Background: an optimization exercise with open tools, aiming at small area. Do not read the settings as production practice.
RTL that was checked went through simulation tests only; none was proved equivalent to the original.
Only the layout flow was run in runs 1 to 5; the RTL was not checked for function there.
Power is estimated from default activity; no workload was simulated.

==> flow/design.v (outline; a module is shown in full before it is edited, if it fits) <==
// module uart_logger: 43 lines
// module i2c_sensors: 104 lines
// module ads_dec: 272 lines
// module bh_dec: 1037 lines
// module lcd_rom: 83 lines
// module lcd_display: 97 lines
// module top_multi_sensor_lcd_uart: 73 lines
module top_multi_sensor_lcd_uart (
    input  wire        clk,
    input  wire        reset,        
    output wire        I2C_SCLK,
    input  wire        i2c_sda_in,
    output wire        i2c_sda_out,
    output wire        i2c_sda_oe,
    output wire        rs,
    output wire        rw,
    output wire        enable,
    output wire [7:0]  data,
    output wire        uart_tx_pin
);
  // ...
==> flow/run.sh <==
#!/bin/bash
# synth_recipe.tcl (not shown) runs the flow's synth.tcl, then flattens the netlist and writes it again
# the make line also repeats each setting of config.mk as NAME=value (left out here)
make -C /OpenROAD-flow-scripts/flow DESIGN_CONFIG=/design/flow/config.mk WORK_HOME=/design/flow/orfs CLKGATE_MAP_FILE= SYNTH_SCRIPT=/design/flow/synth_recipe.tcl finish
==> flow/config.mk <==
export PLATFORM = sky130hd
export DESIGN_NAME = top_multi_sensor_lcd_uart
export DESIGN_NICKNAME = top_multi_sensor_lcd_uart
export VERILOG_FILES = /design/flow/design.v
export SDC_FILE = /design/flow/constraint.sdc
export NUM_CORES = 4
export LEC_CHECK = 0
export CAP_MARGIN = 20
export CORE_MARGIN = 2
export CORE_UTILIZATION = 40
export CTS_BUF_LIST = sky130_fd_sc_hd__clkbuf_4 sky130_fd_sc_hd__clkbuf_8
export CTS_CLUSTER_DIAMETER = 60
export CTS_CLUSTER_SIZE = 20
export HOLD_SLACK_MARGIN = 0
export SLEW_MARGIN = 20
==> flow/constraint.sdc <==
create_clock -name core_clock -period 20.0 [get_ports {clk}]
set_input_delay 4.0000 -clock core_clock [delete_from_list [all_inputs] [get_ports {clk}]]
set_output_delay 4.0000 -clock core_clock [all_outputs]
set_load 0.01 [all_outputs]
==> flow_metrics.py, run 1 <==
metrics = {
    "finish": {
        "seq-cell-share": 0.432,
        "nNonClkBuffers": 23,
        "num-fill-cells": 2596,
        "layout_commonest_cell": "nor2_1",
        "seqCellArea_sq_mm": 0.00514,
        "final_cell_mix": "nor2_1, dfrtp_1, nand2_1",
    },
    "synthesis": {
        "async_reset_ff_frac": 0.497,
        "ys_types": 91,
        "synth_area_sq_mm": 0.0111,
        "yosysTopAreaCell": "edfxtp_1",
        "ys_seq_area_frac": 0.463,
        "synth_edf_count": 68,
        "synth.ff_latch_count": 197,
        "synth.avg_cell_area_sq_um": 10.1,
        "synth_top_area_frac": 0.184,
    },
    "clocking": {
        "cts_made_buffers": 17,
        "cts_resized": 0,
        "clk_pin_slew_ps": 120,
    },
    "critical_path": {
        "critPathSlowestCell": "dfrtp_1",
        "worst-path-buf-inv": 3,
        "worstSetupEndpointType": "primary output",
        "cp-endpoint": "i2c_sda_out",
    },
    "placed_design": {
        "pre_cts_ws_ps": 12960,
    },
    "timing": {
        "worst_hold_slack_ps": 364,
        "finalCritPeriodShare": 0.380,
    },
    "global_routing": {
        "use_met3": 0.0241,
        "grt-ovfl-total": 0,
    },
    "floorplan": {
        "fp-row-count": 60,
        "io_pins": 18,
        "chipHeight_microns": 171,
        "tapCellCount": 372,
    },
    "detailed_routing": {
        "wl_mm": 23.9,
        "drc": 0,
    },
    "worst_hold_path": {
        "hold_class": "reg -> reg",
    },
    "power_and_ir_drop": {
        "seq_power_uw": 414,
        "p_seq_frac": 0.609,
    },
    "outcome": {
        "status": "finished clean",
    },
}
==> inputs of run 2 (changes only) <==
==> flow/flow/run.sh (new file) <==
#!/bin/bash
# Own flow: the standard synthesis, then the combinational logic between
# the registers is mapped again by ABC with an area-oriented script (every
# register instance, its name and its cell type are kept), then the standard flow's
# standard layout steps from the synthesized netlist on.
set -euo pipefail
W=$PWD
R=$W/orfs/results/$FLOW_PLATFORM/top_multi_sensor_lcd_uart/base
LIB=$FLOW_HOME/platforms/$FLOW_PLATFORM/lib/sky130_fd_sc_hd__tt_025C_1v80.lib
YOSYS=$FLOW_HOME/../tools/install/yosys/bin/yosys
[ -x "$YOSYS" ] || YOSYS=yosys

bash standard.sh synth > log_synth_standard.txt 2>&1
cp "$R/1_2_yosys.v" netlist_standard.v

python3 flow/split_lib.py "$LIB" lib_seq.lib lib_comb.lib > log_split_lib.txt 2>&1

cat > resynth.ys <<YS
read_liberty -lib lib_seq.lib
read_liberty -ignore_miss_func lib_comb.lib
read_verilog netlist_standard.v
hierarchy -top $FLOW_TOP
flatten
opt -purge
abc -liberty $LIB -script $W/flow/resynth.abc -dont_use sky130_fd_sc_hd__lpflow_* -dont_use sky130_fd_sc_hd__probe*
opt_clean -purge
splitnets
opt_clean -purge
hilomap -singleton -hicell sky130_fd_sc_hd__conb_1 HI -locell sky130_fd_sc_hd__conb_1 LO
insbuf -buf sky130_fd_sc_hd__buf_4 A X
opt_clean -purge
tee -o resynth_stat.txt stat -liberty $LIB
write_verilog -noattr -noexpr -nohex -nodec netlist_resynth.v
YS
"$YOSYS" -q resynth.ys > log_resynth.txt 2>&1

cp netlist_resynth.v "$R/1_2_yosys.v"
rm -f "$R/1_synth.odb" "$R/1_synth.sdc"
bash standard.sh finish > log_finish.txt 2>&1
==> flow/flow/resynth.abc (new file) <==
strash
dch
balance
rewrite
refactor
balance
rewrite
rewrite -z
balance
refactor -z
rewrite -z
balance
dch
amap
==> flow/flow/split_lib.py (new file) <==
#!/usr/bin/env python3
"""Split a Liberty file into its sequential cells and its combinational cells."""
import re, sys
lib = open(sys.argv[1]).read()
idx = [m.start() for m in re.finditer(r'\n\s*cell\s*\(', lib)]
head = lib[:idx[0]]
cells = [lib[s:(idx[i + 1] if i + 1 < len(idx) else len(lib))] for i, s in enumerate(idx)]
last = cells[-1]
cells[-1] = last[:last.rstrip().rfind('}')]
seq = [c for c in cells if re.search(r'\n\s*(ff|latch|statetable)\s*\(', c)]
comb = [c for c in cells if not re.search(r'\n\s*(ff|latch|statetable)\s*\(', c)]
open(sys.argv[2], 'w').write(head + ''.join(seq) + '\n}\n')
open(sys.argv[3], 'w').write(head + ''.join(comb) + '\n}\n')
print(len(seq), 'sequential,', len(comb), 'combinational cells')
==> flow/standard.sh (new file) <==
#!/bin/bash
# synth_recipe.tcl (not shown) runs the flow's synth.tcl, then flattens the netlist and writes it again
# the make line also repeats each setting of config.mk as NAME=value (left out here)
make -C /OpenROAD-flow-scripts/flow DESIGN_CONFIG=/design/flow/config.mk WORK_HOME=/design/flow/orfs CLKGATE_MAP_FILE= SYNTH_SCRIPT=/design/flow/synth_recipe.tcl "${@:-finish}"
removed: flow/run.sh
==> run 2 against run 1 <==
Still clean on timing, DRC and antenna. Die area down 16%. Wire length down 6.8%. Setup slack better by 190 ps. Clock power up 5%. First-iteration DRC count down 6.6%. Cell area down 14%. Sequential share of layout area up 6.9 points. Sequential power about the same. Core utilization up 1.4 points. Critical path type unchanged. Largest cell class is now registers. Largest power group unchanged.
==> flow_metrics.py, run 2 <==
metrics = {
    "clocking": {
        "cts_hold_buf": 0,
        "cts_made_buffers": 17,
        "clk_pin_slew_ps": 120,
        "cts.sinks": 197,
        "cts.path.max_buffers": 2,
        "cts_tree": "done",
        "cts_resized": 0,
        "post_cts_buffers": 0,
        "root_buffer": "clkbuf_8",
        "cts.htree.levels": 4,
        "insertion_delay_ps": 480,
    },
    "timing": {
        "finalCritPeriodShare": 0.371,
        "rsz0062_at_grt": "false",
        "setup_slack_ps": 12590,
        "finClkSkew_ps": 19.9,
        "hold_violations": 0,
        "relSlewSlack": 0.273,
        "worst_pin_slew_ps": 1080,
        "final-max-slew-violation-count": 0,
        "max_freq_mhz": 135,
        "setup_tns_ps": 0,
        "worst_hold_slack_ps": 374,
        "setup_viol": 0,
        "fin_crit_ps": 7410,
    },
    "power_and_ir_drop": {
        "switching_power_uw": 167,
        "swShare": 0.242,
        "p_int_uw": 524,
        "max-vdd-ir-drop_v": 0.0000328,
        "p_leak_uw": 0.00362,
        "clock_power_share": 0.395,
        "combPwrFrac": 0.007,
        "powerDensity_mw_per_mm2": 67.5,
        "p_seq_frac": 0.599,
    },
    "critical_path": {
        "worstSetupPathType": "reg -> out",
        "critPathSlowestCell": "dfrtp_1",
        "path_cells": "clkinv_1, nor2_1, clkinv_1, nor2_1, nor2_1, o21ai_0, nor3_1, a311oi_1, clkdlybuf4s50_1",
        "worstSetupEndpointType": "primary output",
        "reg2reg_depth": 20,
        "crit_top_cell": "nor2_1",
        "ff2ff_setup_slack_ps": 15340,
        "cp_data_required_time_ps": 16000,
        "crit_fanout": 14,
        "critPathMaxStageDelay_ps": 630,
        "worstPathArrival_ps": 3420,
        "cp-start-kind": "register",
    },
    "finish": {
        "final_nets": 1045,
        "drive_gt1_frac": 0.0569,
        "final_cells": 1340,
        "area_growth_pct": 11.1,
        "reg_top3": "u_lcd.dd: 20 flops, u_lcd.bcd2: 19 flops",
        "n_antenna_cell": 0,
        "num-fill-cells": 2157,
        "multiInputGateArea_sq_mm": 0.00367,
        "final_cell_mix": "nor2_1, clkinv_1, o21ai_0, dfrtp_1, nand2_1",
        "largest_reg_flops": 20,
        "final_core_util": 0.453,
        "layout_commonest_cell": "nor2_1",
        "regMostFlops": "u_lcd.dd",
        "seqCellArea_sq_mm": 0.00514,
    },
    "outcome": {
        "status": "finished clean",
    },
    "synthesis": {
        "ys_warn_count": 7,
        "synth.avg_cell_area_sq_um": 9.22,
        "syn_inst": 1001,
        "syn-num-nets": 1004,
        "synth_area_sq_mm": 0.00923,
    },
    "floorplan": {
        "die_w_microns": 156,
        "io_pins": 18,
        "fp-row-count": 55,
        "coreArea_sq_mm": 0.0226,
        "chipHeight_microns": 156,
        "die_area_sq_mm": 0.0243,
        "start_util": 0.408,
    },
    "detailed_routing": {
        "vias_per_cell": 5.70,
        "drt-pass1-iter-count": 5,
        "ant_nets": 0,
        "drc": 0,
        "num_vias": 7642,
        "wl_mm": 22.3,
        "avgRoutedWirePerCell_microns": 16.6,
        "drt_iter0_markers": 655,
    },
    "global_routing": {
        "grt_max_degree": 78,
        "grt_pass1_vias": 7260,
        "grt-ovfl-total": 0,
        "grt_pass1_wl_mm": 37.1,
        "antenna_found_initial": 0,
        "gr-usage-all-layers": 0.191,
    },
    "worst_hold_path": {
        "min_path_cells": 0,
        "hold_class": "reg -> reg",
    },
    "job": {
        "cap_violations": 0,
    },
    "placed_design": {
        "port-buffer-count": 16,
        "dp_hpwl_mm": 16.2,
        "routabilityCongestion": 0.943,
        "pre_cts_ws_ps": 13150,
        "place_inst": 1307,
    },
}
run 2: worst paths after layout:
| kind | from | endpoint |
|---|---|---|
| worst max-delay path | u_i2c.i2c_pos[0] | i2c_sda_out |
| worst min-delay path | tmr[6] | tmr[7] |
| worst max register to register | div50[0] | u_i2c.hacc[9] |
| worst min register to register | tmr[6] | tmr[7] |
| max in group asynchronous | reset | latched_lux[11] |
| min in group asynchronous | reset | u_lcd.lcd_pos[1] |
run 2: final cells by class:
cell class,count,area share
Clock inverter,15,0.0198
Timing Repair Buffer,23,0.0210
Tap cell,285,0.0348
Multi-Input combinational cell,688,0.358
Clock buffer,17,0.0228
Sequential cell,197,0.501
Inverter,115,0.0421
run 2: metal layers:
metal,part of all wire,wire length [microns],global-route usage
met4,0.018,399,0.0537
met3,0.047,1040,0.0422
met1,0.46,10300,0.261
met5,0,0,0
met2,0.47,10500,0.308
run 2: worst max-delay path: cells and delay by family (launching register included):
kind | cells | cell delay (ps)
compound gates | 2 | 310
flops | 1 | 630
simple gates | 4 | 960
buf+inv | 3 | 1040
run 2: per-stage QoR:
stage / instance area (sq um) / power [uW]
6_report: 10300 / 692
5_1_grt: 10300 / 718
4_1_cts: 10200 / 702
3_5_place_dp: 9800 / 427
3_3_place_gp: 9800 / 427
2_1_floorplan: 9230 / 423
run 2: power groups by stage:
stage                     combinational, uW  sequential (uW)  clock (uW)
after CTS                              4.96              414         283
after detailed placement               4.99              422           0
after global placement                 4.91              422           0
final                                  4.56              414         273
after global routing                   5.54              414         298
after floorplan                       0.315              422           0
==> inputs of run 3 (changes only) <==
--- a/flow/flow/run.sh
+++ b/flow/flow/run.sh
@@ -38,2 +38,5 @@
 rm -f "$R/1_synth.odb" "$R/1_synth.sdc"
+# port buffers: the smallest buffer cell; clock tree without dummy loads
+export BUFFER_PORTS_ARGS="-buffer_cell sky130_fd_sc_hd__buf_1"
+export CTS_ARGS="-sink_clustering_enable -repair_clock_nets -sink_clustering_size 20 -sink_clustering_max_diameter 60 -buf_list {sky130_fd_sc_hd__clkbuf_4 sky130_fd_sc_hd__clkbuf_8} -dont_use_dummy_load"
 bash standard.sh finish > log_finish.txt 2>&1
==> run 3 against run 2 <==
Via count grew 0.10%. Largest power group unchanged. Die area stayed put. Clock skew increased by 24 ps. Fmax rose by 5.0%. Cell area is 2.9% lower. Synthesized cell count stayed put. Register-to-register slack improved by 150 ps. Count of clock-buffer cells in the layout unchanged. Power down 11%. Largest cell class unchanged. Area after synthesis stayed put. First-iteration DRC count up 14%.
==> flow_metrics.py, run 3 <==
metrics = {
    "outcome": {
        "status": "finished clean",
    },
    "finish": {
        "seqCellArea_sq_mm": 0.00514,
        "area_growth_pct": 7.79,
        "num-fill-cells": 2183,
        "final_cell_mix": "nor2_1, clkinv_1, o21ai_0, dfrtp_1, nand2_1",
        "final_nets": 1045,
        "layout_commonest_cell": "nor2_1",
        "reg_top3": "u_lcd.dd: 20 flops, u_lcd.bcd2: 19 flops",
        "largest_reg_flops": 20,
        "drive_gt1_frac": 0.0442,
        "final_core_util": 0.439,
        "multiInputGateArea_sq_mm": 0.00367,
        "n_antenna_cell": 0,
        "regMostFlops": "u_lcd.dd",
    },
    "detailed_routing": {
        "wl_mm": 22.2,
        "drt-pass1-iter-count": 6,
        "drt_iter0_markers": 745,
        "drc": 0,
        "vias_per_cell": 5.77,
        "num_vias": 7650,
        "ant_nets": 0,
        "avgRoutedWirePerCell_microns": 16.7,
    },
    "timing": {
        "relSlewSlack": 0.319,
        "fin_crit_ps": 7060,
        "finClkSkew_ps": 44.4,
        "worst_pin_slew_ps": 1010,
        "max_freq_mhz": 142,
        "setup_tns_ps": 0,
        "finalCritPeriodShare": 0.353,
        "rsz0062_at_grt": "false",
        "hold_violations": 0,
        "setup_viol": 0,
        "final-max-slew-violation-count": 0,
    },
    "critical_path": {
        "worstSetupEndpointType": "primary output",
        "critPathSlowestCell": "dfrtp_1",
        "cp-start-kind": "register",
        "worstPathArrival_ps": 3060,
        "cpLargestDelayFamily": "simple AND/OR/NAND/NOR gates",
        "worst-path-buf-inv": 4,
        "critPathMaxStageDelay_ps": 470,
        "path_cells": "clkinv_1, nor2_1, clkinv_1, nor2_1, clkinv_1, nor2_1, o21ai_0, nor3_1, a311oi_1, buf_1",
        "crit_fanout": 10,
        "cp_data_required_time_ps": 16000,
        "worstSetupPathType": "reg -> out",
    },
    "power_and_ir_drop": {
        "clock_power_share": 0.318,
        "combPwrFrac": 0.007,
        "p_int_uw": 490,
        "p_leak_uw": 0.00347,
        "max-vdd-ir-drop_v": 0.0000341,
        "p_seq_frac": 0.675,
        "powerDensity_mw_per_mm2": 61.6,
        "swShare": 0.201,
        "switching_power_uw": 123,
    },
    "floorplan": {
        "chipHeight_microns": 156,
        "die_area_sq_mm": 0.0243,
        "fp-row-count": 55,
        "die_w_microns": 156,
        "coreArea_sq_mm": 0.0226,
        "start_util": 0.408,
        "io_pins": 18,
    },
    "synthesis": {
        "syn-num-nets": 1004,
        "synth.avg_cell_area_sq_um": 9.22,
        "syn_inst": 1001,
        "synth_area_sq_mm": 0.00923,
        "ys_warn_count": 7,
    },
    "placed_design": {
        "routabilityCongestion": 0.970,
        "dp_hpwl_mm": 16.2,
        "port-buffer-count": 16,
    },
    "clocking": {
        "cts_hold_buf": 0,
        "root_buffer": "clkbuf_8",
        "cts.path.max_buffers": 2,
        "cts.sinks": 197,
        "cts.htree.levels": 4,
        "insertion_delay_ps": 470,
        "cts_resized": 0,
        "clk_pin_slew_ps": 120,
        "cts_made_buffers": 17,
        "cts_tree": "done",
        "post_cts_buffers": 0,
    },
    "global_routing": {
        "gr-usage-all-layers": 0.187,
        "grt-ovfl-total": 0,
        "grt_pass1_wl_mm": 36.7,
        "grt_pass1_vias": 7260,
        "antenna_found_initial": 0,
        "grt_max_degree": 52,
    },
    "worst_hold_path": {
        "hold_class": "reg -> reg",
    },
    "job": {
        "cap_violations": 0,
    },
}
[run 3: area by class of cell]
cell class / instances / area share
clock buffer: 17 / 0.0235
timing repair buffer: 23 / 0.0117
multi-input combinational: 688 / 0.369
sequential: 197 / 0.516
tap: 285 / 0.0358
inverter: 115 / 0.0434
[run 3: final timing paths]
path / from / end / slack, ps / cells after the start
setup / recovery: u_i2c.i2c_pos[5] / i2c_sda_out / 12940 / 10
hold / removal: tmr[8] / tmr[9] / 350 / 0
setup reg to reg: div50[0] / u_i2c.hacc[10] / 15490 / 20
hold reg to reg: tmr[8] / tmr[9] / 350 / 0
max in group asynchronous: reset / u_i2c.i2c_pos[2] / 15270 / 2
min in group asynchronous: reset / tmr[15] / 3590 / 1
[run 3: power by group through the flow]
stage	clock (uW)	sequential, uW	combinational, uW
detailed placement	0	422	4.68
finish	195	414	4.28
CTS	202	414	4.66
global placement	0	422	4.64
global route	219	414	5.30
floorplan	0	422	0.315
[run 3: per-layer routing]
| layer | track usage | routed length (microns) | vias up |
|---|---|---|---|
| met5 | 0 | 0 | - |
| met4 | 0.0498 | 363 | 0 |
| met3 | 0.0378 | 1120 | 33 |
| met2 | 0.305 | 10200 | 217 |
| met1 | 0.257 | 10400 | 3645 |
| li1 | - | - | 3755 |
[run 3: stage by stage]
step / cells / area (sq um) / total power, uW / worst slack [ps] / hold slack, ps
finish: 1325 / 9950 / 613 / 12940 / 353
global route: 1325 / 9950 / 639 / 12630 / 349
CTS: 1325 / 9950 / 621 / 13020 / 352
detailed placement: 1308 / 9720 / 427 / 13540 / 357
global placement: 1308 / 9720 / 427 / 13560 / 356
floorplan: 1001 / 9230 / 423 / 13950 / 354
==> inputs of run 4 (changes only) <==
--- a/flow/config.mk
+++ b/flow/config.mk
@@ -9,3 +9,3 @@
 export CORE_MARGIN = 2
-export CORE_UTILIZATION = 40
+export CORE_UTILIZATION = 65
 export CTS_BUF_LIST = sky130_fd_sc_hd__clkbuf_4 sky130_fd_sc_hd__clkbuf_8
@@ -14,2 +14,3 @@
 export HOLD_SLACK_MARGIN = 0
+export PLACE_DENSITY = 0.8
 export SLEW_MARGIN = 20
==> run 4 against run 3 <==
Still clean. Clock power barely moved. Sequential cell count did not move. First-iteration DRC count fell by 2.4%. Fmax fell by 0.25%. Register-to-register slack got worse by 510 ps. Worst hold slack improved by 12 ps.
==> flow_metrics.py, run 4 <==
metrics = {
    "outcome": {
        "status": "finished clean",
    },
    "timing": {
        "relSlewSlack": 0.295,
        "fin_crit_ps": 7080,
        "rsz0062_at_grt": "false",
        "hold_violations": 0,
        "final-max-slew-violation-count": 0,
        "max_freq_mhz": 141,
        "worst_pin_slew_ps": 1030,
        "finalCritPeriodShare": 0.354,
        "setup_viol": 0,
        "finClkSkew_ps": 46.1,
        "worst_hold_slack_ps": 366,
        "setup_tns_ps": 0,
    },
    "clocking": {
        "cts_resized": 0,
        "root_buffer": "clkbuf_8",
        "cts.htree.levels": 4,
        "cts_tree": "done",
        "cts.sinks": 197,
        "cts.path.max_buffers": 2,
        "post_cts_buffers": 0,
        "insertion_delay_ps": 480,
        "clk_pin_slew_ps": 80,
        "cts_hold_buf": 0,
        "cts_made_buffers": 17,
    },
    "placed_design": {
        "port-buffer-count": 16,
        "routabilityCongestion": 0.970,
        "dp_hpwl_mm": 17.0,
        "placed_cell_area_sq_mm": 0.00958,
    },
    "job": {
        "cap_violations": 0,
    },
    "floorplan": {
        "chipHeight_microns": 123,
        "coreArea_sq_mm": 0.0139,
        "fp-row-count": 43,
        "start_util": 0.665,
        "die_area_sq_mm": 0.0152,
        "die_w_microns": 123,
        "io_pins": 18,
    },
    "finish": {
        "multiInputGateArea_sq_mm": 0.00367,
        "final_nets": 1044,
        "drive_gt1_frac": 0.0433,
        "final_cell_mix": "nor2_1, clkinv_1, o21ai_0, dfrtp_1, nand2_1",
        "layout_commonest_cell": "nor2_1",
        "final_cell_area_sq_mm": 0.00981,
        "area_growth_pct": 6.29,
        "seqCellArea_sq_mm": 0.00514,
        "regMostFlops": "u_lcd.dd",
        "reg_top3": "u_lcd.dd: 20 flops, u_lcd.bcd2: 19 flops",
        "largest_reg_flops": 20,
        "n_antenna_cell": 0,
        "num-fill-cells": 1043,
    },
    "detailed_routing": {
        "drc": 0,
        "drt_iter0_markers": 727,
        "drt-pass1-iter-count": 5,
        "ant_nets": 0,
        "avgRoutedWirePerCell_microns": 18.8,
        "num_vias": 7937,
        "wl_mm": 23.0,
        "vias_per_cell": 6.51,
    },
    "critical_path": {
        "critPathSlowestCell": "dfrtp_1",
        "critPathMaxStageDelay_ps": 620,
        "worstSetupEndpointType": "primary output",
        "crit_fanout": 14,
        "regToRegEndpoint": "u_i2c.hacc[9]",
        "path_cells": "clkinv_1, nor2_1, clkinv_1, nor2_1, nor2_1, o21ai_0, nor3_1, a311oi_1, buf_1",
        "worstSetupStartpoint": "u_i2c.i2c_pos[0]",
        "ff2ff_setup_slack_ps": 14980,
        "worstSetupPathType": "reg -> out",
        "reg2reg_depth": 19,
        "worstPathArrival_ps": 3080,
        "crit_top_cell": "nor2_1",
        "cp_data_required_time_ps": 16000,
        "cp-endpoint": "i2c_sda_out",
        "cp-start-kind": "register",
        "rr_startpoint": "div50[0]",
    },
    "power_and_ir_drop": {
        "powerDensity_mw_per_mm2": 62.5,
        "max-vdd-ir-drop_v": 0.0000389,
        "p_leak_uw": 0.00347,
    },
    "global_routing": {
        "antenna_found_initial": 0,
        "grt_pass1_wl_mm": 37.4,
        "grt_pass1_vias": 7442,
        "gr-usage-all-layers": 0.322,
        "grt_max_degree": 54,
        "grt-ovfl-total": 0,
    },
    "synthesis": {
        "ys_warn_count": 7,
        "synth_area_sq_mm": 0.00923,
        "synth.avg_cell_area_sq_um": 9.22,
        "syn-num-nets": 1004,
        "syn_inst": 1001,
    },
    "worst_hold_path": {
        "hold_class": "reg -> reg",
    },
}
==> run 4: changes by cell type in the layout (fill, tap and decap cells not counted), sizes merged <==
cell and change:
buf -1
==> run 4: power by group <==
group	internal, uW	leakage (uW)	switching, uW	total, uW
logic	0.333	0.00116	3.96	4.29
registers	414	0.00218	0	414
clock network	75.3	0.000122	120	195
total	490	0.00347	123	613
==> run 4: worst max-delay path: cells and delay by family (launching register included) <==
kind                   cells  cell delay (ps)
and+or+nand+nor            4             1020
AOI/OAI and AO/OA          2              340
buffers and inverters      3              650
DFF                        1              620
==> run 4: per-layer routing <==
metal	vias to the layer above	routed length, microns	track usage	share of wire
met4	0	818	0.138	0.036
li1	3750	-	-	-
met5	-	0	0	0
met3	77	1260	0.0581	0.055
met1	3776	9610	0.407	0.42
met2	334	11300	0.544	0.49
==> run 4: final cells by class <==
| class | instances | share of cell area |
|---|---|---|
| clock buffers | 17 | 0.0238 |
| multi-input cells | 688 | 0.374 |
| inverters | 115 | 0.0440 |
| flip-flops and latches | 197 | 0.524 |
| well taps | 180 | 0.0230 |
| repair buffers | 22 | 0.0111 |
==> run 4: metrics by stage <==
| step | instances | utilization | total power, uW | setup slack, ps |
|---|---|---|---|---|
| 5_1_grt | 1219 | 0.707 | 628 | 12630 |
| 4_1_cts | 1219 | 0.707 | 615 | 13000 |
| 3_3_place_gp | 1202 | 0.690 | 427 | 13540 |
| 3_5_place_dp | 1202 | 0.690 | 427 | 13500 |
| 6_report | 1219 | 0.707 | 613 | 12920 |
| 2_1_floorplan | 1001 | - | 423 | 13950 |
==> run 4: how the worst min path moves through the flow <==
stage | from | end | slack [ps] | cells after the start
after CTS | tmr[11] | tmr[12] | 360 | 0
after global routing | tmr[11] | tmr[12] | 360 | 0
final | tmr[11] | tmr[12] | 370 | 0
after detailed placement | tmr[11] | tmr[12] | 360 | 0
after floorplan | tmr[13] | tmr[14] | 350 | 0
after global placement | tmr[7] | tmr[8] | 360 | 0
==> inputs of run 5 (changes only) <==
--- a/flow/flow/run.sh
+++ b/flow/flow/run.sh
@@ -40,3 +40,3 @@
 export BUFFER_PORTS_ARGS="-buffer_cell sky130_fd_sc_hd__buf_1"
-export CTS_ARGS="-sink_clustering_enable -repair_clock_nets -sink_clustering_size 20 -sink_clustering_max_diameter 60 -buf_list {sky130_fd_sc_hd__clkbuf_4 sky130_fd_sc_hd__clkbuf_8} -dont_use_dummy_load"
+export CTS_ARGS="-sink_clustering_enable -repair_clock_nets -sink_clustering_size 30 -sink_clustering_max_diameter 80 -buf_list {sky130_fd_sc_hd__clkbuf_8 sky130_fd_sc_hd__clkbuf_16} -dont_use_dummy_load"
 bash standard.sh finish > log_finish.txt 2>&1
--- a/flow/config.mk
+++ b/flow/config.mk
@@ -9,3 +9,3 @@
 export CORE_MARGIN = 2
-export CORE_UTILIZATION = 65
+export CORE_UTILIZATION = 40
 export CTS_BUF_LIST = sky130_fd_sc_hd__clkbuf_4 sky130_fd_sc_hd__clkbuf_8
@@ -14,3 +14,2 @@
 export HOLD_SLACK_MARGIN = 0
-export PLACE_DENSITY = 0.8
 export SLEW_MARGIN = 20
==> run 5 against run 4 <==
Still clean on timing, DRC and antenna. Sequential cell count unchanged. Fmax is 0.83% higher. Register-to-register slack gained 500 ps. Synthesized cell count did not move. Setup slack better by 58 ps. Non-clock buffer count up 1. Area after synthesis stayed put. Power increased by 14%. Wire length shrank 3.1%. First-iteration DRC count is 7.3% higher. Clock skew is 16 ps lower. Critical path type unchanged. Largest cell class unchanged.
==> flow_metrics.py, run 5 <==
metrics = {
    "synthesis": {
        "syn-num-nets": 1004,
        "synth.avg_cell_area_sq_um": 9.22,
        "syn_inst": 1001,
        "ys_warn_count": 7,
        "synth_area_sq_mm": 0.00923,
    },
    "global_routing": {
        "grt_pass1_wl_mm": 36.8,
        "antenna_found_initial": 0,
        "gr-usage-all-layers": 0.188,
        "use_met2": 0.304,
        "use_met1": 0.257,
        "grt-ovfl-total": 0,
        "grt_busiest_layer": "met2",
        "use_met3": 0.0378,
        "grt_pass1_vias": 7262,
        "grt_max_degree": 52,
    },
    "finish": {
        "final_cell_area_sq_mm": 0.0101,
        "multiInputGateArea_sq_mm": 0.00367,
        "n_antenna_cell": 0,
        "seqCellArea_sq_mm": 0.00514,
        "num-fill-cells": 2157,
        "drive_gt1_frac": 0.0442,
        "final_nets": 1045,
        "area_growth_pct": 9.87,
        "final_cell_mix": "nor2_1, clkinv_1, o21ai_0, dfrtp_1, nand2_1",
        "largest_reg_flops": 20,
        "layout_commonest_cell": "nor2_1",
        "regMostFlops": "u_lcd.dd",
        "reg_top3": "u_lcd.dd: 20 flops, u_lcd.bcd2: 19 flops",
    },
    "floorplan": {
        "die_area_sq_mm": 0.0243,
        "start_util": 0.408,
        "chipHeight_microns": 156,
        "coreArea_sq_mm": 0.0226,
        "io_pins": 18,
        "fp-row-count": 55,
        "die_w_microns": 156,
    },
    "clocking": {
        "clk_pin_slew_ps": 80,
        "cts_made_buffers": 17,
        "insertion_delay_ps": 440,
        "cts.path.max_buffers": 2,
        "root_buffer": "clkbuf_16",
        "cts.sinks": 197,
        "post_cts_buffers": 0,
        "cts_tree": "done",
        "cts.htree.levels": 4,
        "cts_hold_buf": 0,
        "cts_resized": 0,
    },
    "worst_hold_path": {
        "hold_class": "reg -> reg",
    },
    "critical_path": {
        "worstSetupPathType": "reg -> out",
        "worstSetupEndpointType": "primary output",
        "cp_data_required_time_ps": 16000,
        "worstPathArrival_ps": 3020,
        "cp-start-kind": "register",
        "crit_fanout": 10,
    },
    "timing": {
        "hold_violations": 0,
        "finalCritPeriodShare": 0.351,
        "finClkSkew_ps": 30.6,
        "relSlewSlack": 0.331,
        "setup_tns_ps": 0,
        "fin_crit_ps": 7020,
        "max_freq_mhz": 142,
        "final-max-slew-violation-count": 0,
        "setup_slack_ps": 12980,
        "rsz0062_at_grt": "false",
        "setup_viol": 0,
        "worst_hold_slack_ps": 357,
        "worst_pin_slew_ps": 995,
    },
    "detailed_routing": {
        "ant_nets": 0,
        "wl_mm": 22.3,
        "vias_per_cell": 5.83,
        "avgRoutedWirePerCell_microns": 16.8,
        "drc": 0,
        "num_vias": 7723,
        "drt-pass1-iter-count": 6,
        "drt_iter0_markers": 780,
    },
    "placed_design": {
        "pre_cts_ws_ps": 13540,
        "placed_cell_area_sq_mm": 0.00972,
        "port-buffer-count": 16,
        "routabilityCongestion": 0.970,
        "dp_hpwl_mm": 16.2,
    },
    "power_and_ir_drop": {
        "p_leak_uw": 0.00356,
        "max-vdd-ir-drop_v": 0.0000486,
        "powerDensity_mw_per_mm2": 68.8,
    },
    "outcome": {
        "status": "finished clean",
    },
    "job": {
        "cap_violations": 0,
    },
}
## run 5: area by class of cell
cell class                      count  area share
Multi-Input combinational cell    688       0.362
Clock buffer                       17      0.0419
Tap cell                          285      0.0352
Timing Repair Buffer               23      0.0115
Sequential cell                   197       0.507
Inverter                          115      0.0426
## run 5: worst paths after layout
check / from / slack (ps) / end / depth (start not counted)
setup / recovery: u_i2c.i2c_pos[5] / 12980 / i2c_sda_out / 10
hold / removal: tmr[8] / 360 / tmr[9] / 0
hold reg to reg: tmr[8] / 360 / tmr[9] / 0
min in group asynchronous: reset / 3630 / tmr[15] / 1
setup reg to reg: div50[0] / 15480 / u_i2c.hacc[10] / 20
max in group asynchronous: reset / 15240 / u_i2c.i2c_pos[2] / 2
## run 5: report_power, final
| part | internal [uW] | total [uW] | switching [uW] | leakage [uW] |
|---|---|---|---|---|
| sequential | 414 | 414 | 0 | 0.00218 |
| combinational | 0.332 | 4.27 | 3.93 | 0.00117 |
| clock | 148 | 279 | 131 | 0.000209 |
| total | 563 | 698 | 135 | 0.00356 |
## run 5: through the flow
stage / cells / utilization / power [uW]
detailed placement: 1308 / 0.429 / 427
floorplan: 1001 / - / 423
CTS: 1325 / 0.448 / 705
global route: 1325 / 0.448 / 723
finish: 1325 / 0.448 / 698
global placement: 1308 / 0.429 / 427
## run 5: per-layer routing
metal	routed length (microns)	part of all wire
met5	0	0
met4	410	0.018
met3	1110	0.050
met2	10300	0.46
met1	10400	0.47
## run 5: worst max-delay path, stage by stage, from the launching register on
cell      delay (ps)
dfrtp_1          460
clkinv_1         310
nor2_1           380
clkinv_1         230
nor2_1           260
clkinv_1         140
nor2_1           140
o21ai_0          100
nor3_1           350
a311oi_1          80
buf_1            150
==> module uart_logger, before the edit <==
module uart_logger (
    input  wire        clk,
    input  wire        reset,
    input  wire        lux_valid,
    input  wire [15:0] latched_lux,
    input  wire        ads_valid,
    input  wire [6:0]  latched_hum,
    output wire        tx
);
reg [8:0]  u_cnt;        
reg [1:0]  u_byte;
reg [15:0] u_buf;
reg        u_lux;
always @(posedge clk or negedge reset) begin
    if (!reset) begin
        u_cnt <= 9'd0; u_byte <= 2'd0;
    end else if (u_cnt == 9'd0) begin
        if (lux_valid || ads_valid) begin
            u_cnt <= 9'd108; u_byte <= 2'd0;
        end
    end else if (u_cnt == 9'd372) begin
        u_cnt  <= (u_byte == 2'd3) ? 9'd0 : 9'd108;
        u_byte <= u_byte + 2'd1;
    end else begin
        u_cnt <= u_cnt + 9'd1;
    end
end
always @(posedge clk) begin
    if (u_cnt == 9'd0) u_lux <= lux_valid;
    if (u_cnt == 9'd108 && u_byte == 2'd0) u_buf <= latched_lux;
end
reg [7:0] u_data;
always @(*) begin
    case (u_byte)
        2'd0: u_data = u_lux ? 8'hAA : 8'hBB;
        2'd1: u_data = u_lux ? u_buf[15:8] : 8'h00;
        2'd2: u_data = u_lux ? u_buf[7:0] : {1'b0, latched_hum};
        default: u_data = 8'h0A;
    endcase
end
assign tx = (u_cnt[8:4] == 5'b00111) ? 1'b0 :
            (u_cnt[8:7] == 2'b01)    ? u_data[u_cnt[6:4]] : 1'b1;
endmodule
==> module i2c_sensors, before the edit <==
module i2c_sensors (
    input  wire        clk,
    input  wire        reset,
    input  wire        active_sensor,
    input  wire [5:0]  div50,
    input  wire        i2c_step,
    input  wire        sda_in,
    output wire        sclk,
    output wire        sda_out,
    output wire        sda_oe,
    output wire        ads_valid,
    output reg  [6:0]  humidity,
    output reg         lux_valid,
    output wire        lux_load,     
    output reg  [15:0] rx
);
reg  [7:0] i2c_pos;
wire       is_bh = &i2c_pos[7:4];
wire [3:0] bh_s  = is_bh ? i2c_pos[3:0] : 4'd0;
reg  [5:0] bh_c;         
reg  [5:0] bh_w;         
reg        bh_sclk;
localparam B_WRITE = 4'd5, B_READ = 4'd12, B_SPR = 4'd13, B_SPRS = 4'd15;
wire ads_sclk, ads_oe, ads_sda, ads_cap, ads_calc, ads_last;
ads_dec u_ads (.pos(i2c_pos), .sclk(ads_sclk), .oe(ads_oe), .sda(ads_sda), .cap(ads_cap),
               .valid(ads_valid), .calc(ads_calc), .last(ads_last));
wire bh_oe, bh_sda, bh_cap;
bh_dec u_bh (.s(bh_s), .c(bh_c), .oe(bh_oe), .sda(bh_sda), .cap(bh_cap));
assign sclk    = active_sensor ? bh_sclk : ads_sclk;
assign sda_out = active_sensor ? bh_sda  : ads_sda;
assign sda_oe  = active_sensor ? bh_oe   : ads_oe;
wire bh_w60 = bh_w[5] & bh_w[4] & bh_w[3] & bh_w[2];     
always @(posedge clk or negedge reset) begin
    if (!reset) begin
        i2c_pos <= 8'd0;
    end else if (i2c_step) begin
        if (!active_sensor) begin
            if (is_bh || ads_last) i2c_pos <= 8'd1;
            else                   i2c_pos <= i2c_pos + 8'd1;
        end else if (!is_bh) begin
            i2c_pos <= 8'hF1;
        end else begin
            case (bh_s)
                B_WRITE: if (bh_c == 6'd35) i2c_pos <= 8'hF6;
                B_READ:  if (bh_c == 6'd53) i2c_pos <= 8'hFD;
                B_SPRS:  if (bh_w60)        i2c_pos <= 8'hF9;
                default: i2c_pos <= i2c_pos + 8'd1;
            endcase
        end
    end
end
always @(posedge clk or negedge reset) begin
    if (!reset) begin
        bh_c <= 6'd0; bh_w <= 6'd0; bh_sclk <= 1'b1; lux_valid <= 1'b0;
    end else if (i2c_step) begin
        case (bh_s)
            4'd3, 4'd10: bh_sclk <= 1'b0;
            4'd4, 4'd8, 4'd11: ;
            B_WRITE: begin
                bh_sclk <= ~bh_sclk;
                bh_c    <= (bh_c >= 6'd35) ? bh_c - 6'd35 : bh_c + 6'd1;
            end
            B_READ: begin
                bh_sclk <= ~bh_sclk;
                bh_c    <= (bh_c == 6'd53) ? 6'd0 : bh_c + 6'd1;
            end
            B_SPRS: bh_w <= bh_w60 ? 6'd0 : bh_w + 6'd1;
            default: bh_sclk <= 1'b1;
        endcase
        if (!active_sensor)                   lux_valid <= 1'b0;
        else if (bh_s == B_SPR)               lux_valid <= 1'b1;
        else if (bh_s == B_SPRS && bh_w == 0) lux_valid <= 1'b0;
    end
end
assign lux_load = (i2c_pos == 8'hFE);
reg  [10:0] hacc;        
reg         hbr;         
reg         hneg;        
wire        hcalc = ads_calc && (div50 <= 6'd25);
wire        hsub  = !div50[5] && !div50[4];                  
wire        hkeep = hcalc && div50 >= 6'd18;                 
wire        kbit  = (16'h5DC0 >> div50[3:0]) & 1'b1;         
wire        xbit  = rx[div50[3:0]];
wire        bin   = (div50 == 6'd0) ? 1'b0 : hbr;
wire        dbit  = kbit ^ xbit ^ bin;
wire        bout  = (!kbit & (xbit | bin)) | (xbit & bin);
wire [11:0] hsum  = {1'b0, hacc} + ((hsub & dbit) ? 12'd1589 : 12'd0);
always @(posedge clk) begin
    if (i2c_step && (ads_cap || bh_cap) || hkeep)
        rx <= {rx[14:0], hcalc ? hsum[0] : sda_in};
end
always @(posedge clk) begin
    hacc <= hcalc ? hsum[11:1] : 11'd0;
    if (hcalc && hsub) hbr <= bout;
    if (hcalc && div50 == 6'd15) hneg <= xbit;
end
wire [7:0] hraw = {rx[0], rx[1], rx[2], rx[3], rx[4], rx[5], rx[6], rx[7]};
always @(*) begin
    if (hneg)               humidity = 7'd100;
    else if (hbr)           humidity = 7'd0;
    else if (hraw > 8'd100) humidity = 7'd100;
    else                    humidity = hraw[6:0];
end
endmodule
==> module lcd_display, before the edit <==
module lcd_display (
    input  wire        clk,
    input  wire        reset,
    input  wire        lcd_run,      
    input  wire [6:0]  number1,
    input  wire [15:0] number2,
    output wire        rs,
    output wire        enable,
    output wire [7:0]  data
);
reg [4:0] lcd_div;
wire lcd_step = (lcd_div == 5'd15);
assign enable = lcd_div[4];
always @(posedge clk or negedge reset) begin
    if (!reset) lcd_div <= 5'd0;
    else        lcd_div <= lcd_div + 5'd1;
end
reg        bcd_sel;
reg [5:0]  bcd_t;
reg [19:0] dd;
reg [8:0]  bcd1;
reg [18:0] bcd2;
always @(posedge clk or negedge reset) begin
    if (!reset) begin
        bcd_sel <= 1'b0; bcd_t <= 6'd0;
    end else if (!lcd_run) begin
        bcd_sel <= 1'b0; bcd_t <= 6'd0;
    end else if (bcd_t == 6'd35) begin
        bcd_sel <= ~bcd_sel; bcd_t <= 6'd0;
    end else begin
        bcd_t <= bcd_t + 6'd1;
    end
end
function [3:0] corr;
    input [3:0] v;
    corr = (v >= 4'd5) ? v + 4'd3 : v;
endfunction
wire        dd_it = (bcd_t[5:4] == 2'b01);
wire [15:0] dd_in = bcd_sel ? number2 : {9'd0, number1};
reg  [19:0] ddc;
always @(*) begin
    ddc = dd;
    if (dd_it)                           ddc[3:0]   = corr(dd[3:0]);
    if (dd_it && bcd_t[3:2] != 2'b00)    ddc[7:4]   = corr(dd[7:4]);
    if (dd_it && bcd_t[3])               ddc[11:8]  = corr(dd[11:8]);
    if (dd_it && bcd_t[3:2] == 2'b11)    ddc[15:12] = corr(dd[15:12]);
end
always @(posedge clk) begin
    if (bcd_t == 6'd0) dd <= {dd_in[10:0], 4'd0, dd_in[15:11]};
    else               dd <= {ddc[18:0], ddc[19]};
    if (bcd_t == 6'd35) begin
        if (bcd_sel) bcd2 <= {dd[1:0], dd[19:3]};
        else         bcd1 <= dd[11:3];
    end
end
reg [5:0] lcd_pos;
always @(posedge clk or negedge reset) begin
    if (!reset)         lcd_pos <= 6'd0;
    else if (!lcd_run)  lcd_pos <= 6'd0;
    else if (lcd_step)  lcd_pos <= (lcd_pos == 6'd49) ? 6'd38 : lcd_pos + 6'd1;
end
function [4:0] digit_of;
    input [18:0] b;
    input [2:0]  j;
    reg z4, z3, z2, z1;
    begin
        z4 = (b[18:16] == 3'd0);
        z3 = z4 && (b[15:12] == 4'd0);
        z2 = z3 && (b[11:8] == 4'd0);
        z1 = z2 && (b[7:4] == 4'd0);
        case (j)
            3'd0: digit_of = {z4, 1'b0, b[18:16]};
            3'd1: digit_of = {z3, b[15:12]};
            3'd2: digit_of = {z2, b[11:8]};
            3'd3: digit_of = {z1, b[7:4]};
            default: digit_of = {1'b0, b[3:0]};
        endcase
    end
endfunction
reg [4:0] lcd_dig;       
always @(posedge clk) begin
    if (lcd_step) begin
        if (lcd_pos >= 6'd39 && lcd_pos <= 6'd43)
            lcd_dig <= digit_of({10'd0, bcd1}, lcd_pos[2:0] - 3'd7);
        else if (lcd_pos >= 6'd45)
            lcd_dig <= digit_of(bcd2, lcd_pos[2:0] - 3'd5);
        else
            lcd_dig <= 5'b10000;     
    end
end
wire       lcd_dyn;
wire [7:0] lcd_const;
lcd_rom u_rom (.pos(lcd_pos), .rs(rs), .d7(lcd_const[7]), .d6(lcd_const[6]), .d5(lcd_const[5]),
               .d4(lcd_const[4]), .d3(lcd_const[3]), .d2(lcd_const[2]), .d1(lcd_const[1]),
               .d0(lcd_const[0]), .dyn(lcd_dyn));
assign data = !lcd_dyn ? lcd_const : lcd_dig[4] ? 8'h20 : {4'h3, lcd_dig[3:0]};
endmodule
==> module top_multi_sensor_lcd_uart, before the edit <==
module top_multi_sensor_lcd_uart (
    input  wire        clk,
    input  wire        reset,        
    output wire        I2C_SCLK,
    input  wire        i2c_sda_in,
    output wire        i2c_sda_out,
    output wire        i2c_sda_oe,
    output wire        rs,
    output wire        rw,
    output wire        enable,
    output wire [7:0]  data,
    output wire        uart_tx_pin
);
reg [15:0] tmr;
reg        active_sensor;            
wire       tmr_end = (tmr == 16'hBFE3);
wire       tmr_fb  = ~(tmr[15] ^ tmr[14] ^ tmr[12] ^ tmr[3]) ^ tmr_end;
always @(posedge clk or negedge reset) begin
    if (!reset) begin
        tmr           <= 16'h7FC6;
        active_sensor <= 1'b0;
    end else begin
        tmr           <= {tmr[14:0], tmr_fb};
        if (tmr_end) active_sensor <= ~active_sensor;
    end
end
reg lcd_run;
always @(posedge clk or negedge reset) begin
    if (!reset) lcd_run <= 1'b0;
    else if (tmr[13] & tmr[12] & tmr[10] & tmr[5] & ~tmr[9] & ~tmr[2] & ~tmr[1] & ~tmr[0])
        lcd_run <= 1'b1;
end
reg [5:0] div50;
wire i2c_step = div50[5] & div50[4] & ~div50[1] & div50[0];      
always @(posedge clk or negedge reset) begin
    if (!reset)        div50 <= 6'd63;
    else if (i2c_step) div50 <= 6'd0;
    else               div50 <= div50 + 6'd1;
end
wire        ads_valid, lux_valid, lux_load;
wire [6:0]  humidity;
wire [15:0] rx;
reg  [15:0] latched_lux;
reg  [6:0]  latched_hum;
i2c_sensors u_i2c (
    .clk(clk), .reset(reset), .active_sensor(active_sensor),
    .div50(div50), .i2c_step(i2c_step),
    .sda_in(i2c_sda_in), .sclk(I2C_SCLK), .sda_out(i2c_sda_out), .sda_oe(i2c_sda_oe),
    .ads_valid(ads_valid), .humidity(humidity),
    .lux_valid(lux_valid), .lux_load(lux_load), .rx(rx)
);
always @(posedge clk or negedge reset) begin
    if (!reset) begin
        latched_lux <= 16'd0;
        latched_hum <= 7'd0;
    end else begin
        if (ads_valid) latched_hum <= humidity;
        if (lux_load)  latched_lux <= rx;
    end
end
uart_logger u_uart (
    .clk(clk), .reset(reset),
    .lux_valid(lux_valid), .latched_lux(latched_lux),
    .ads_valid(ads_valid), .latched_hum(latched_hum),
    .tx(uart_tx_pin)
);
lcd_display u_lcd (
    .clk(clk), .reset(reset), .lcd_run(lcd_run),
    .number1(latched_hum), .number2(latched_lux),
    .rs(rs), .enable(enable), .data(data)
);
assign rw = 1'b0;
endmodule
==> inputs of run 6 (changes only) <==
--- a/flow/design.v
+++ b/flow/design.v
@@ -4,3 +4,4 @@
     input  wire        lux_valid,
-    input  wire [15:0] latched_lux,
+    input  wire [15:0] sbuf,         
+    output wire        sbuf_load,
     input  wire        ads_valid,
@@ -11,3 +12,2 @@
 reg [1:0]  u_byte;
-reg [15:0] u_buf;
 reg        u_lux;
@@ -29,4 +29,4 @@
     if (u_cnt == 9'd0) u_lux <= lux_valid;
-    if (u_cnt == 9'd108 && u_byte == 2'd0) u_buf <= latched_lux;
 end
+assign sbuf_load = u_lux && u_cnt == 9'd108 && u_byte == 2'd0;
 reg [7:0] u_data;
@@ -35,4 +35,4 @@
         2'd0: u_data = u_lux ? 8'hAA : 8'hBB;
-        2'd1: u_data = u_lux ? u_buf[15:8] : 8'h00;
-        2'd2: u_data = u_lux ? u_buf[7:0] : {1'b0, latched_hum};
+        2'd1: u_data = u_lux ? sbuf[15:8] : 8'h00;
+        2'd2: u_data = u_lux ? sbuf[7:0] : {1'b0, latched_hum};
         default: u_data = 8'h0A;
@@ -57,3 +57,6 @@
     output wire        lux_load,     
-    output reg  [15:0] rx
+    output reg  [15:0] rx,
+    input  wire [15:0] latched_lux,
+    input  wire        sbuf_load,
+    output reg  [15:0] sbuf          
 );
@@ -118,11 +121,10 @@
 assign lux_load = (i2c_pos == 8'hFE);
-reg  [10:0] hacc;        
-reg         hbr;         
-reg         hneg;        
-wire        hcalc = ads_calc && (div50 <= 6'd25);
-wire        hsub  = !div50[5] && !div50[4];                  
-wire        hkeep = hcalc && div50 >= 6'd18;                 
+wire        hcalc = ads_calc && (div50 >= 6'd16) && (div50 <= 6'd41);
+wire        hsub  = (div50[5:4] == 2'b01);                   
+wire        hfirst= (div50 == 6'd16);
+wire        hkeep = hcalc && div50 >= 6'd34;                 
 wire        kbit  = (16'h5DC0 >> div50[3:0]) & 1'b1;         
 wire        xbit  = rx[div50[3:0]];
-wire        bin   = (div50 == 6'd0) ? 1'b0 : hbr;
+wire [10:0] hacc  = hfirst ? 11'd0 : sbuf[10:0];
+wire        bin   = hfirst ? 1'b0 : sbuf[11];
 wire        dbit  = kbit ^ xbit ^ bin;
@@ -135,5 +137,9 @@
 always @(posedge clk) begin
-    hacc <= hcalc ? hsum[11:1] : 11'd0;
-    if (hcalc && hsub) hbr <= bout;
-    if (hcalc && div50 == 6'd15) hneg <= xbit;
+    if (hcalc) begin
+        sbuf[10:0] <= hsum[11:1];
+        if (hsub) sbuf[11] <= bout;
+        if (div50 == 6'd31) sbuf[12] <= xbit;
+    end else if (sbuf_load) begin
+        sbuf <= latched_lux;
+    end
 end
@@ -141,4 +147,4 @@
 always @(*) begin
-    if (hneg)               humidity = 7'd100;
-    else if (hbr)           humidity = 7'd0;
+    if (sbuf[12])           humidity = 7'd100;
+    else if (sbuf[11])      humidity = 7'd0;
     else if (hraw > 8'd100) humidity = 7'd100;
@@ -1558,3 +1564,3 @@
 reg [5:0]  bcd_t;
-reg [19:0] dd;
+reg [18:0] dd;
 reg [8:0]  bcd1;
@@ -1577,16 +1583,17 @@
 wire        dd_it = (bcd_t[5:4] == 2'b01);
+wire [3:0]  dd_k  = bcd_t[3:0];
 wire [15:0] dd_in = bcd_sel ? number2 : {9'd0, number1};
-reg  [19:0] ddc;
+reg  [18:0] ddc;
 always @(*) begin
     ddc = dd;
-    if (dd_it)                           ddc[3:0]   = corr(dd[3:0]);
-    if (dd_it && bcd_t[3:2] != 2'b00)    ddc[7:4]   = corr(dd[7:4]);
-    if (dd_it && bcd_t[3])               ddc[11:8]  = corr(dd[11:8]);
-    if (dd_it && bcd_t[3:2] == 2'b11)    ddc[15:12] = corr(dd[15:12]);
+    if (dd_it && dd_k != 4'd0) ddc[3:0]   = corr(dd[3:0]);
+    if (dd_it && dd_k >= 4'd5)  ddc[7:4]   = corr(dd[7:4]);
+    if (dd_it && dd_k >= 4'd9)  ddc[11:8]  = corr(dd[11:8]);
+    if (dd_it && dd_k >= 4'd13) ddc[15:12] = corr(dd[15:12]);
 end
 always @(posedge clk) begin
-    if (bcd_t == 6'd0) dd <= {dd_in[10:0], 4'd0, dd_in[15:11]};
-    else               dd <= {ddc[18:0], ddc[19]};
+    if (bcd_t == 6'd0) dd <= {dd_in[11:0], 3'd0, dd_in[15:12]};
+    else               dd <= {ddc[17:0], ddc[18]};
     if (bcd_t == 6'd35) begin
-        if (bcd_sel) bcd2 <= {dd[1:0], dd[19:3]};
+        if (bcd_sel) bcd2 <= {dd[2:0], dd[18:3]};
         else         bcd1 <= dd[11:3];
@@ -1669,6 +1676,6 @@
 reg [5:0] div50;
-wire i2c_step = div50[5] & div50[4] & ~div50[1] & div50[0];      
+wire i2c_step = div50[5] & div50[4] & div50[1];      
 always @(posedge clk or negedge reset) begin
-    if (!reset)        div50 <= 6'd63;
-    else if (i2c_step) div50 <= 6'd0;
+    if (!reset)        div50 <= 6'd0;
+    else if (i2c_step) div50 <= 6'd1;
     else               div50 <= div50 + 6'd1;
@@ -1678,2 +1685,4 @@
 wire [15:0] rx;
+wire [15:0] sbuf;
+wire        sbuf_load;
 reg  [15:0] latched_lux;
@@ -1685,3 +1694,4 @@
     .ads_valid(ads_valid), .humidity(humidity),
-    .lux_valid(lux_valid), .lux_load(lux_load), .rx(rx)
+    .lux_valid(lux_valid), .lux_load(lux_load), .rx(rx),
+    .latched_lux(latched_lux), .sbuf_load(sbuf_load), .sbuf(sbuf)
 );
@@ -1698,3 +1708,3 @@
     .clk(clk), .reset(reset),
-    .lux_valid(lux_valid), .latched_lux(latched_lux),
+    .lux_valid(lux_valid), .sbuf(sbuf), .sbuf_load(sbuf_load),
     .ads_valid(ads_valid), .latched_hum(latched_hum),
--- a/flow/flow/run.sh
+++ b/flow/flow/run.sh
@@ -40,3 +40,3 @@
 export BUFFER_PORTS_ARGS="-buffer_cell sky130_fd_sc_hd__buf_1"
-export CTS_ARGS="-sink_clustering_enable -repair_clock_nets -sink_clustering_size 30 -sink_clustering_max_diameter 80 -buf_list {sky130_fd_sc_hd__clkbuf_8 sky130_fd_sc_hd__clkbuf_16} -dont_use_dummy_load"
+export CTS_ARGS="-sink_clustering_enable -repair_clock_nets -sink_clustering_size 20 -sink_clustering_max_diameter 60 -buf_list {sky130_fd_sc_hd__clkbuf_4 sky130_fd_sc_hd__clkbuf_8} -dont_use_dummy_load"
 bash standard.sh finish > log_finish.txt 2>&1
==> run 6 against run 5 <==
Non-clock buffer count fell by 1. Count of clock-buffer cells in the layout did not move. Area after synthesis fell by 0.99%. Clock skew rose by 15 ps. Sequential power fell by 6.8%. Setup slack got worse by 360 ps. Critical path type unchanged. Cell area fell by 3.1%. Still clean on timing, DRC and antenna.
==> flow_metrics.py, run 6 <==
metrics = {
    "clocking": {
        "cts_resized": 0,
        "root_buffer": "clkbuf_8",
        "insertion_delay_ps": 470,
        "cts_tree": "done",
        "cts.sinks": 183,
        "cts_hold_buf": 0,
        "cts.path.max_buffers": 2,
        "post_cts_buffers": 0,
        "cts.htree.levels": 4,
        "clk_pin_slew_ps": 110,
        "cts_made_buffers": 17,
    },
    "critical_path": {
        "worst-path-buf-inv": 5,
        "cp_data_required_time_ps": 16000,
        "worstPathArrival_ps": 3390,
        "cp-endpoint": "i2c_sda_out",
        "crit_fanout": 10,
        "crit_cells": 9,
        "worstSetupEndpointType": "primary output",
        "ff2ff_setup_slack_ps": 14910,
        "regToRegEndpoint": "u_i2c.sbuf[9]",
        "critPathMaxStageDelay_ps": 470,
        "worstSetupStartpoint": "u_i2c.i2c_pos[0]",
        "rr_startpoint": "div50[0]",
        "worstSetupPathType": "reg -> out",
        "critPathSlowestCell": "nor2_1",
        "reg2reg_depth": 25,
        "path_cells": "clkinv_1, nor2_1, clkinv_1, nor2_1, clkinv_1, nor2_1, clkinv_1, a31oi_1, buf_1",
        "cp-start-kind": "register",
        "cpLargestDelayFamily": "buffers and inverters",
        "crit_top_cell": "clkinv_1",
    },
    "placed_design": {
        "routabilityCongestion": 0.921,
        "placed_cell_area_sq_mm": 0.00960,
        "dp_hpwl_mm": 17.6,
        "port-buffer-count": 16,
    },
    "global_routing": {
        "grt-ovfl-total": 0,
        "grt_max_degree": 51,
        "gr-usage-all-layers": 0.200,
        "grt_pass1_vias": 7506,
        "antenna_found_initial": 0,
        "grt_pass1_wl_mm": 38.4,
    },
    "floorplan": {
        "chipHeight_microns": 155,
        "die_area_sq_mm": 0.0241,
        "die_w_microns": 155,
        "io_pins": 18,
        "start_util": 0.406,
        "coreArea_sq_mm": 0.0225,
        "fp-row-count": 55,
    },
    "finish": {
        "reg_top3": "u_lcd.bcd2: 19 flops, u_lcd.dd: 19 flops",
        "drive_gt1_frac": 0.0333,
        "layout_commonest_cell": "nor2_1",
        "area_growth_pct": 7.57,
        "final_cell_area_sq_mm": 0.00983,
        "final_cell_mix": "nor2_1, clkinv_1, nand2_1",
        "final_nets": 1087,
        "n_antenna_cell": 0,
    },
    "detailed_routing": {
        "drt-pass1-iter-count": 5,
        "route.met3.wl_mm": 1.07,
        "vias_per_cell": 5.69,
        "avgRoutedWirePerCell_microns": 17.0,
        "ant_nets": 0,
        "wl_mm": 23.2,
        "wl_met2_mm": 10.7,
        "highest_layer": "met4",
        "drt_iter0_markers": 624,
        "drc": 0,
        "num_vias": 7784,
        "met1_length_mm": 10.8,
    },
    "timing": {
        "finClkSkew_ps": 45.3,
        "hold_violations": 0,
        "max_freq_mhz": 135,
        "setup_tns_ps": 0,
        "relSlewSlack": 0.473,
        "finalCritPeriodShare": 0.369,
        "setup_viol": 0,
        "rsz0062_at_grt": "false",
        "worst_hold_slack_ps": 348,
        "final-max-slew-violation-count": 0,
        "fin_crit_ps": 7390,
        "worst_pin_slew_ps": 787,
    },
    "outcome": {
        "status": "finished clean",
    },
    "power_and_ir_drop": {
        "combPwrFrac": 0.008,
        "p_leak_uw": 0.00354,
        "clock_power_share": 0.326,
        "max-vdd-ir-drop_v": 0.0000392,
        "p_seq_frac": 0.666,
        "powerDensity_mw_per_mm2": 58.9,
        "swShare": 0.203,
        "p_int_uw": 461,
        "switching_power_uw": 117,
    },
    "synthesis": {
        "syn-num-nets": 1047,
        "synth_area_sq_mm": 0.00914,
        "syn_inst": 1044,
        "ys_warn_count": 7,
        "synth.avg_cell_area_sq_um": 8.75,
    },
    "job": {
        "cap_violations": 0,
    },
    "worst_hold_path": {
        "hold_class": "reg -> reg",
    },
}
run 6: worst reg2reg max path: cells and delay by family, from the launching register on:
family,cells,cell delay [ps]
AND/OR/NAND/NOR,12,2060
AO/OA/AOI/OAI,9,1750
buffers and inverters,4,560
flip-flops,1,470
run 6: per-layer routing:
metal / vias to the layer above / GRT usage
met5: - / 0
met2: 210 / 0.324
met1: 3687 / 0.268
met4: 0 / 0.0692
li1: 3847 / -
met3: 40 / 0.0409
run 6: final cells by class:
cell class / count / area (sq um)
fill: 2269 / 12700
sequential: 183 / 4830
multi-input combinational: 716 / 3760
inverter: 144 / 541
tap: 285 / 357
clock buffer: 17 / 234
timing repair buffer: 22 / 109
run 6: power groups by stage:
stage	registers [uW]	clock network (uW)	logic, uW
floorplan	393	0	0.315
global placement	393	0	4.77
detailed placement	393	0	4.80
CTS	386	195	4.87
global route	386	209	5.40
finish	386	189	4.41
run 6: worst min path at each step:
| stage | from | end | slack [ps] | cells after the start |
|---|---|---|---|---|
| floorplan | tmr[10] | tmr[11] | 350 | 0 |
| global placement | tmr[7] | tmr[8] | 360 | 0 |
| detailed placement | tmr[11] | tmr[12] | 360 | 0 |
| CTS | tmr[10] | tmr[11] | 350 | 0 |
| global route | tmr[10] | tmr[11] | 360 | 0 |
| finish | tmr[10] | tmr[11] | 350 | 0 |
run 6: metrics by stage:
stage          utilization  std cells  power, uW  worst slack, ps
6_report             0.437       1367        579            12610
3_3_place_gp         0.426       1350        398            13230
5_1_grt              0.437       1367        600            12210
4_1_cts              0.437       1367        585            12690
3_5_place_dp         0.426       1350        398            13180
2_1_floorplan            -       1044        394            13780
==> inputs of run 7 (changes only) <==
--- a/flow/design.v
+++ b/flow/design.v
@@ -1567,6 +1567,4 @@
 reg [18:0] bcd2;
-always @(posedge clk or negedge reset) begin
-    if (!reset) begin
-        bcd_sel <= 1'b0; bcd_t <= 6'd0;
-    end else if (!lcd_run) begin
+always @(posedge clk) begin
+    if (!lcd_run) begin
         bcd_sel <= 1'b0; bcd_t <= 6'd0;
--- a/flow/flow/run.sh
+++ b/flow/flow/run.sh
@@ -1,6 +1,8 @@
 #!/bin/bash
-# Own flow: the standard synthesis, then the combinational logic between
-# the registers is mapped again by ABC with an area-oriented script (every
-# register instance, its name and its cell type are kept), then the standard flow's
-# standard layout steps from the synthesized netlist on.
+# Own flow: the standard synthesis; then the combinational logic between
+# the registers is mapped again by ABC with area-oriented scripts (every
+# register instance keeps its name and cell type) and the smallest result is
+# kept; then the standard layout steps from the synthesized netlist on,
+# with the smallest buffer cell on the ports and a clock tree without dummy
+# loads.
 set -euo pipefail
@@ -17,3 +19,4 @@
 
-cat > resynth.ys <<YS
+for v in a b c d e; do
+  cat > resynth_$v.ys <<YS
 read_liberty -lib lib_seq.lib
@@ -24,3 +27,3 @@
 opt -purge
-abc -liberty $LIB -script $W/flow/resynth.abc -dont_use sky130_fd_sc_hd__lpflow_* -dont_use sky130_fd_sc_hd__probe*
+abc -liberty $LIB -script $W/flow/abc_$v.script -dont_use sky130_fd_sc_hd__lpflow_* -dont_use sky130_fd_sc_hd__probe*
 opt_clean -purge
@@ -31,10 +34,21 @@
 opt_clean -purge
-tee -o resynth_stat.txt stat -liberty $LIB
-write_verilog -noattr -noexpr -nohex -nodec netlist_resynth.v
+tee -o resynth_stat_$v.txt stat -liberty $LIB
+write_verilog -noattr -noexpr -nohex -nodec netlist_resynth_$v.v
 YS
-"$YOSYS" -q resynth.ys > log_resynth.txt 2>&1
+  ( "$YOSYS" -q resynth_$v.ys > log_resynth_$v.txt 2>&1 || true ) &
+done
+wait
 
-cp netlist_resynth.v "$R/1_2_yosys.v"
+best=""; best_area=""
+for v in a b c d e; do
+  [ -s netlist_resynth_$v.v ] || continue
+  a=$(awk '/Chip area for module/ {print $NF}' resynth_stat_$v.txt)
+  [ -n "$a" ] || continue
+  if [ -z "$best" ] || awk -v x="$a" -v y="$best_area" 'BEGIN{exit !(x<y)}'; then best=$v; best_area=$a; fi
+done
+echo "resynthesis variant $best, area $best_area" > log_resynth_choice.txt
+[ -n "$best" ]
+
+cp netlist_resynth_$best.v "$R/1_2_yosys.v"
 rm -f "$R/1_synth.odb" "$R/1_synth.sdc"
-# port buffers: the smallest buffer cell; clock tree without dummy loads
 export BUFFER_PORTS_ARGS="-buffer_cell sky130_fd_sc_hd__buf_1"
==> flow/flow/abc_a.script (new file) <==
strash
&get -n
&deepsyn -T 60
&put
dch
amap
==> flow/flow/abc_b.script (new file) <==
strash
&get -n
&deepsyn -T 60
&dch -f
&nf -R 1000
&put
==> flow/flow/abc_c.script (new file) <==
strash
&get -n
&deepsyn -T 60 -S 4
&put
dch
amap
==> flow/flow/abc_d.script (new file) <==
strash
dch
balance
rewrite
refactor
balance
rewrite
rewrite -z
balance
refactor -z
rewrite -z
balance
dch
amap
==> flow/flow/abc_e.script (new file) <==
strash
&get -n
&deepsyn -T 60 -S 5
&put
dch
amap
removed: flow/flow/resynth.abc
==> run 7 against run 6 <==
Register-to-register slack better by 750 ps. Sequential cell count unchanged. Core utilization up 0.58 points. Clock power about the same. First-iteration DRC count down 19%. Critical endpoint is now I2C_SCLK. Largest cell class unchanged. Highest routed layer unchanged.
==> flow_metrics.py, run 7 <==
metrics = {
    "outcome": {
        "status": "finished clean",
    },
    "critical_path": {
        "path_cells": "clkinv_1, nor3_1, clkinv_1, nor2_1, nor2_1, a221oi_1, nor3_1, a211oi_1, a311oi_1, a21oi_1, buf_1",
        "worstSetupEndpointType": "primary output",
        "worst-path-buf-inv": 3,
        "crit_fanout": 9,
        "cp-start-kind": "register",
        "critPathMaxStageDelay_ps": 610,
        "critPathSlowestCell": "nor3_1",
        "worstSetupPathType": "reg -> out",
        "ff2ff_setup_slack_ps": 15660,
        "cp_data_required_time_ps": 16000,
    },
    "clocking": {
        "post_cts_buffers": 0,
        "insertion_delay_ps": 460,
        "cts.htree.levels": 4,
        "cts_tree": "done",
        "cts_made_buffers": 17,
        "cts_hold_buf": 0,
        "root_buffer": "clkbuf_8",
        "clk_pin_slew_ps": 90,
    },
    "synthesis": {
        "syn-num-nets": 945,
        "synth.avg_cell_area_sq_um": 9.18,
        "syn_inst": 942,
    },
    "placed_design": {
        "pre_cts_ws_ps": 13070,
        "dp_hpwl_mm": 16.0,
        "port-buffer-count": 16,
        "placed_cell_area_sq_mm": 0.00910,
        "routabilityCongestion": 0.915,
    },
    "finish": {
        "seqCellArea_sq_mm": 0.00479,
        "layout_commonest_cell": "nor2_1",
        "final_cell_mix": "nor2_1, clkinv_1, dfrtp_1",
        "drive_gt1_frac": 0.0377,
        "final_nets": 986,
        "multiInputGateArea_sq_mm": 0.00337,
        "reg_top3": "u_lcd.bcd2: 19 flops, u_lcd.dd: 19 flops",
        "num-fill-cells": 2094,
        "area_growth_pct": 7.94,
        "n_antenna_cell": 0,
    },
    "floorplan": {
        "chipHeight_microns": 151,
        "fp-row-count": 53,
        "start_util": 0.410,
        "coreArea_sq_mm": 0.0211,
        "die_w_microns": 151,
    },
    "power_and_ir_drop": {
        "max-vdd-ir-drop_v": 0.0000392,
        "switching_power_uw": 120,
        "combPwrFrac": 0.007,
        "p_int_uw": 461,
        "p_seq_frac": 0.663,
        "totalPowerFinal_uw": 581,
        "powerDensity_mw_per_mm2": 62.2,
        "swShare": 0.207,
    },
    "worst_hold_path": {
        "hold_class": "reg -> reg",
    },
    "timing": {
        "setup_tns_ps": 0,
        "finClkSkew_ps": 21.2,
        "final-max-slew-violation-count": 0,
        "setup_viol": 0,
        "finalCritPeriodShare": 0.374,
        "fin_crit_ps": 7490,
        "worst_hold_slack_ps": 340,
        "max_freq_mhz": 134,
        "relSlewSlack": 0.398,
    },
    "detailed_routing": {
        "vias_per_cell": 5.75,
        "ant_nets": 0,
        "wl_mm": 21.5,
        "drt-pass1-iter-count": 5,
        "avgRoutedWirePerCell_microns": 17.1,
        "route.met3.wl_mm": 1.05,
        "drc": 0,
        "drt_iter0_markers": 505,
    },
    "global_routing": {
        "antenna_found_initial": 0,
        "grt-ovfl-total": 0,
        "grt_max_degree": 66,
    },
}
run 7: worst paths after layout:
path                                    end             start  cells after the start
hold reg to reg                     tmr[12]           tmr[11]                      0
min in group asynchronous  u_lcd.lcd_pos[1]             reset                      1
setup / recovery                   I2C_SCLK  u_i2c.i2c_pos[6]                     11
hold / removal                      tmr[12]           tmr[11]                      0
max in group asynchronous     u_i2c.bh_c[5]             reset                      2
setup reg to reg              u_i2c.sbuf[9]          div50[1]                     19
run 7: final cells by class:
type | instances | share of cell area
clock buffers | 17 | 0.0251
inverters | 126 | 0.0507
multi-input cells | 632 | 0.361
flip-flops and latches | 183 | 0.514
well taps | 275 | 0.0369
repair buffers | 23 | 0.0125
run 7: worst register-to-register path: stages, from the launching register on:
cell       delay [ps]
dfrtp_1           390
clkinv_1          140
nor2_1            360
a2111oi_0         190
o21ai_0           120
o21ai_0           110
a22oi_1           290
clkinv_1          180
o211ai_1          560
clkinv_1          250
o21ai_0           150
or2_0             200
nor2_1             80
nor2_1            160
nand3_1           150
nor2_1            170
or2_0             170
or2_0             200
a21o_1            110
a32oi_1            80
run 7: layer usage:
layer | track usage | up-vias
met4 | 0.0682 | 0
li1 | - | 3526
met1 | 0.276 | 3443
met2 | 0.320 | 221
met5 | 0 | -
met3 | 0.0370 | 34
run 7: power by group through the flow:
stage          clock [uW]  sequential (uW)  combinational [uW]
2_1_floorplan           0              393               0.338
3_3_place_gp            0              393                4.58
3_5_place_dp            0              393                4.61
4_1_cts               199              385                4.62
5_1_grt               211              385                5.07
6_report              192              385                4.21
run 7: metrics by stage:
step / cells / utilization
3_3_place_gp: 1239 / 0.432
3_5_place_dp: 1239 / 0.432
4_1_cts: 1256 / 0.443
6_report: 1256 / 0.443
2_1_floorplan: 942 / -
5_1_grt: 1256 / 0.443

Setup slack of run 7, layout unchanged: 12.510 ns with ideal ports, 12.467 ns with driving cells assumed (clock clkbuf_16, inputs buf_2), 12.961 ns with port delays also shifted by the 0.494 ns mid clock arrival.
